Background: an optimization exercise with open tools, aiming at small area and a short achievable clock period. Do not read the settings as production practice. Function was checked by simulation only, so behaviour that the tests miss may differ from the original. No activity file was given, so power comes from the tool's default toggle rates.

== job 5213 ==
==> flow/design.v <==
module cpu (clk, rst, imem_addr, imem_data, test, test1);
	input clk, rst;
	output [6:0] imem_addr;
	input  [31:0] imem_data;
	output [31:0] test;
	output [31:0] test1;
	reg [6:0] pc;
	always @(posedge clk or posedge rst)
		if (rst) pc <= 7'd0;
		else     pc <= pc + 7'd1;
	assign imem_addr = pc;
	reg [31:0] ir;
	always @(posedge clk)
		ir <= rst ? 32'd0 : imem_data;
	assign test = ir;
	wire [5:0] op = ir[31:26];
	wire [5:0] fn = ir[5:0];
	wire d_lw  = (op == 6'b000111);
	wire d_sw  = (op == 6'b001000);
	wire d_r   = (op == 6'b000110);
	wire d_add = d_r & (fn == 6'b100000);
	wire d_sub = d_r & (fn == 6'b100010);
	wire d_and = d_r & (fn == 6'b100100);
	wire d_or  = d_r & (fn == 6'b100101);
	wire d_mem = d_lw | d_sw;
	wire d_valid = d_mem | d_add | d_sub | d_and | d_or;
	wire d_arith = d_mem | d_add | d_sub;
	wire [4:0] d_dest = d_mem ? ir[20:16] : (d_valid ? ir[15:11] : 5'd0);
	wire [511:0] rf;      
	wire [15:0] rs_oh, rt_oh;
	genvar g;
	generate
		for (g = 0; g < 16; g = g + 1) begin : DEC
			assign rs_oh[g] = (ir[25:21] == g);
			assign rt_oh[g] = (ir[20:16] == g);
		end
	endgenerate
	reg [31:0] rd_a, rd_b;
	integer k;
	always @(*) begin
		rd_a = 32'd0;
		rd_b = 32'd0;
		for (k = 0; k < 16; k = k + 1) begin
			rd_a = rd_a | ({32{rs_oh[k]}} & rf[32*k +: 32]);
			rd_b = rd_b | ({32{rt_oh[k]}} & rf[32*k +: 32]);
		end
	end
	reg [31:0] ea;            
	reg [31:0] eb;            
	reg [31:0] es;            
	reg e_arith, e_sub, e_or, e_swv, e_mem, e_valid, e_nw;
	reg e_bub;
	reg [3:0] e_dest;
	always @(posedge clk) begin
		ea   <= rd_a;
		eb   <= d_mem ? {16'd0, ir[15:0]} : (rd_b ^ {32{d_sub}});
		es   <= rd_b;
		e_bub <= rst;
		if (rst) begin
			e_arith <= 1'b0; e_sub <= 1'b0; e_or <= 1'b0;
			e_swv <= 1'b0; e_mem <= 1'b0; e_valid <= 1'b0; e_nw <= 1'b0;
			e_dest <= 4'd0;
		end else begin
			e_arith <= d_arith; e_sub <= d_sub; e_or <= d_or;
			e_swv <= d_sw & e_valid; e_mem <= d_mem; e_valid <= d_valid; e_nw <= d_dest[4];
			e_dest <= d_dest[3:0];
		end
	end
	wire [32:0] sum1 = {ea, 1'b1} + {eb, e_sub};
	wire [31:0] sum = sum1[32:1];
	wire [31:0] res = e_arith ? sum : (e_or ? (ea | eb) : (ea & eb));
	reg m_nw;
	reg [3:0] m_dest;
	reg [31:0] md;
	reg [12:0] m_rsel, m_wsel;
	reg m_fwd;
	reg [31:0] ss;
	wire [415:0] dm;      
	wire [12:0] ap = ea[12:0] ^ eb[12:0];
	wire [12:0] aa = ea[12:0] & eb[12:0];
	wire [12:0] ao = ea[12:0] | eb[12:0];
	wire hi_ok = &(~(ap[12:5] ^ ao[11:4]));
	wire [12:0] hit;
	generate
		for (g = 0; g < 13; g = g + 1) begin : ADEC
			wire [4:0] K = g;
			wire [4:0] cin  = ap[4:0] ^ K;
			wire [3:0] cout;
			genvar b;
			for (b = 0; b < 4; b = b + 1) begin : B
				assign cout[b] = K[b] ? aa[b] : ao[b];
			end
			assign hit[g] = hi_ok & ~cin[0] & (cin[4:1] == cout[3:0]);
		end
	endgenerate
	wire [12:0] wsel = hit & {13{e_swv}};
	wire [12:0] rsel = hit & {13{e_mem & ~d_sw}};
	always @(posedge clk) begin
		m_rsel <= rsel & ~wsel & {13{~rst}};
		m_wsel <= wsel & {13{~rst}};
		m_fwd  <= (|(rsel & wsel)) & ~rst;
		ss     <= es;
		if (rst) begin
			m_nw <= 1'b0; m_dest <= 4'd0;
		end else begin
			m_nw <= e_nw; m_dest <= e_dest;
		end
		md <= (rst | e_mem | e_bub) ? 32'd0 : res;
	end
	wire [31:0] sd0 = ss & {32{~rst}};
	wire [31:0] sd1 = ss | {32{rst}};
	function [31:0] init_word(input integer i);
		init_word = (i == 0) ? 32'd1000 : (i == 1) ? 32'd5000 :
		            (i == 2) ? 32'd2000 : (i == 3) ? 32'd3000 : 32'd0;
	endfunction
	generate
		for (g = 0; g < 13; g = g + 1) begin : DM
			wire [31:0] iw = init_word(g);
			wire [31:0] nd = (sd1 & iw) | (sd0 & ~iw);
			reg [31:0] q;
			always @(posedge clk)
				if (m_wsel[g] | rst) q <= nd;
			assign dm[32*g +: 32] = q;
		end
	endgenerate
	reg [31:0] mrd;
	always @(*) begin
		mrd = {32{m_fwd}} & ss;
		for (k = 0; k < 13; k = k + 1)
			mrd = mrd | ({32{m_rsel[k]}} & dm[32*k +: 32]);
	end
	wire [31:0] wbn = (mrd | md) & {32{~rst}};
	reg [31:0] wb;
	always @(posedge clk) wb <= wbn;
	assign test1 = wb;
	generate
		for (g = 0; g < 16; g = g + 1) begin : RF
			reg [31:0] q;
			always @(posedge clk)
				if (rst | (~m_nw & (m_dest == g))) q <= wbn;
			assign rf[32*g +: 32] = q;
		end
	endgenerate
endmodule
Settings: LEC_CHECK=0, CAP_MARGIN=20, CORE_MARGIN=2, CORE_UTILIZATION=55, CTS_CLUSTER_DIAMETER=60, CTS_CLUSTER_SIZE=30, SETUP_SLACK_MARGIN=3.6, SLEW_MARGIN=20; clock period 5.5 ns.
run.sh (not shown) runs the stock make flow with config.mk's settings and CLKGATE_MAP_FILE= SYNTH_SCRIPT=/design/flow/synth_recipe.tcl, a recipe that flattens the netlist after the stock synthesis.
Job 5213 was carried through to the last stage, and its layout satisfied the timing, DRC and antenna checks.
Here is what was changed in the inputs of job 8682 compared with job 5213.
- SETUP_SLACK_MARGIN changed from 3.6 to 3.3
Findings:
Job 8682: largest net degree at the start of global routing is 6 higher than what job 5213 reported.
From job 5213 to job 8682, I/O pin count did not move at all.
Higher number of cells on the critical path among job 5213 and job 8682: job 5213
Utilization for job 8682: 4.8 points down relative to job 5213
Clock power ends up higher on job 5213.
Power on job 8682 is down relative to job 5213.
Input changes introduced in job 6740 (baseline for comparison: job 8682):
- SETUP_SLACK_MARGIN changed from 3.3 to 2.8
Findings:
- Job 6740 ends up with a clock-buffer cell count that is 6.9% lower than in job 8682.
- Delta (job 6740 minus job 8682): total routed wirelength dropped about 4%; wire length on met3 held; worst hold slack +0.0076 ns; setup slack shrank by 0.18 ns.
- e_sub as the timing startpoint of the critical path was reported by job 8682, and rst by job 6740.
Input-level comparison between job 2041 and job 6740:
- changing SETUP_SLACK_MARGIN from 2.8 to 3.0
--- outcome ---
Job 2041 ended with more antenna diode instance count than job 6740.
Job 2041 vs job 6740: met3 wire length down slightly
Job 2041 vs job 6740 — number of gates on the worst path with buffers counted rose 4.

## port drivers added, routing unchanged
The results above use ideal ports. As a check the final layouts listed here were re-extracted and re-timed, cells and wires unchanged. Step 1 sets driving cells, clkbuf_16 on the clock port and buf_2 on the other inputs (assumed; they add their load-dependent delay and slew). Step 2, shift: input delay + t, output delay - t, t = (earliest + latest rising clock arrival at the registers) / 2. This alone moves slack from input paths to output paths. Slacks: ideal ports / drivers / drivers and shift; pairs: ideal ports / drivers.
| run | t (ns) | slack for setup (ns) | latest minus earliest clock arrival (ns) | worst slew at a driven data input, ns | cell pins on the clock port's net |
|---|---|---|---|---|---|
| job 5213 | 0.734 | 3.011 / 3.011 / 2.726 | 0.059 / 0.059 | 0.23 | 1 |
| job 8682 | 0.725 | 3.004 / 3.004 / 2.545 | 0.057 / 0.056 | 0.06 | 1 |
| job 6740 | 0.708 | 2.821 / 2.778 / 2.130 | 0.034 / 0.034 | 0.06 | 1 |
| job 2041 | 0.712 | 2.990 / 2.938 / 2.312 | 0.044 / 0.043 | 0.05 | 1 |
After both steps every run listed still meets setup and hold. The setup slack of job 6740, which loses most, moves by -0.043 ns with the drivers and by -0.691 ns with both steps.
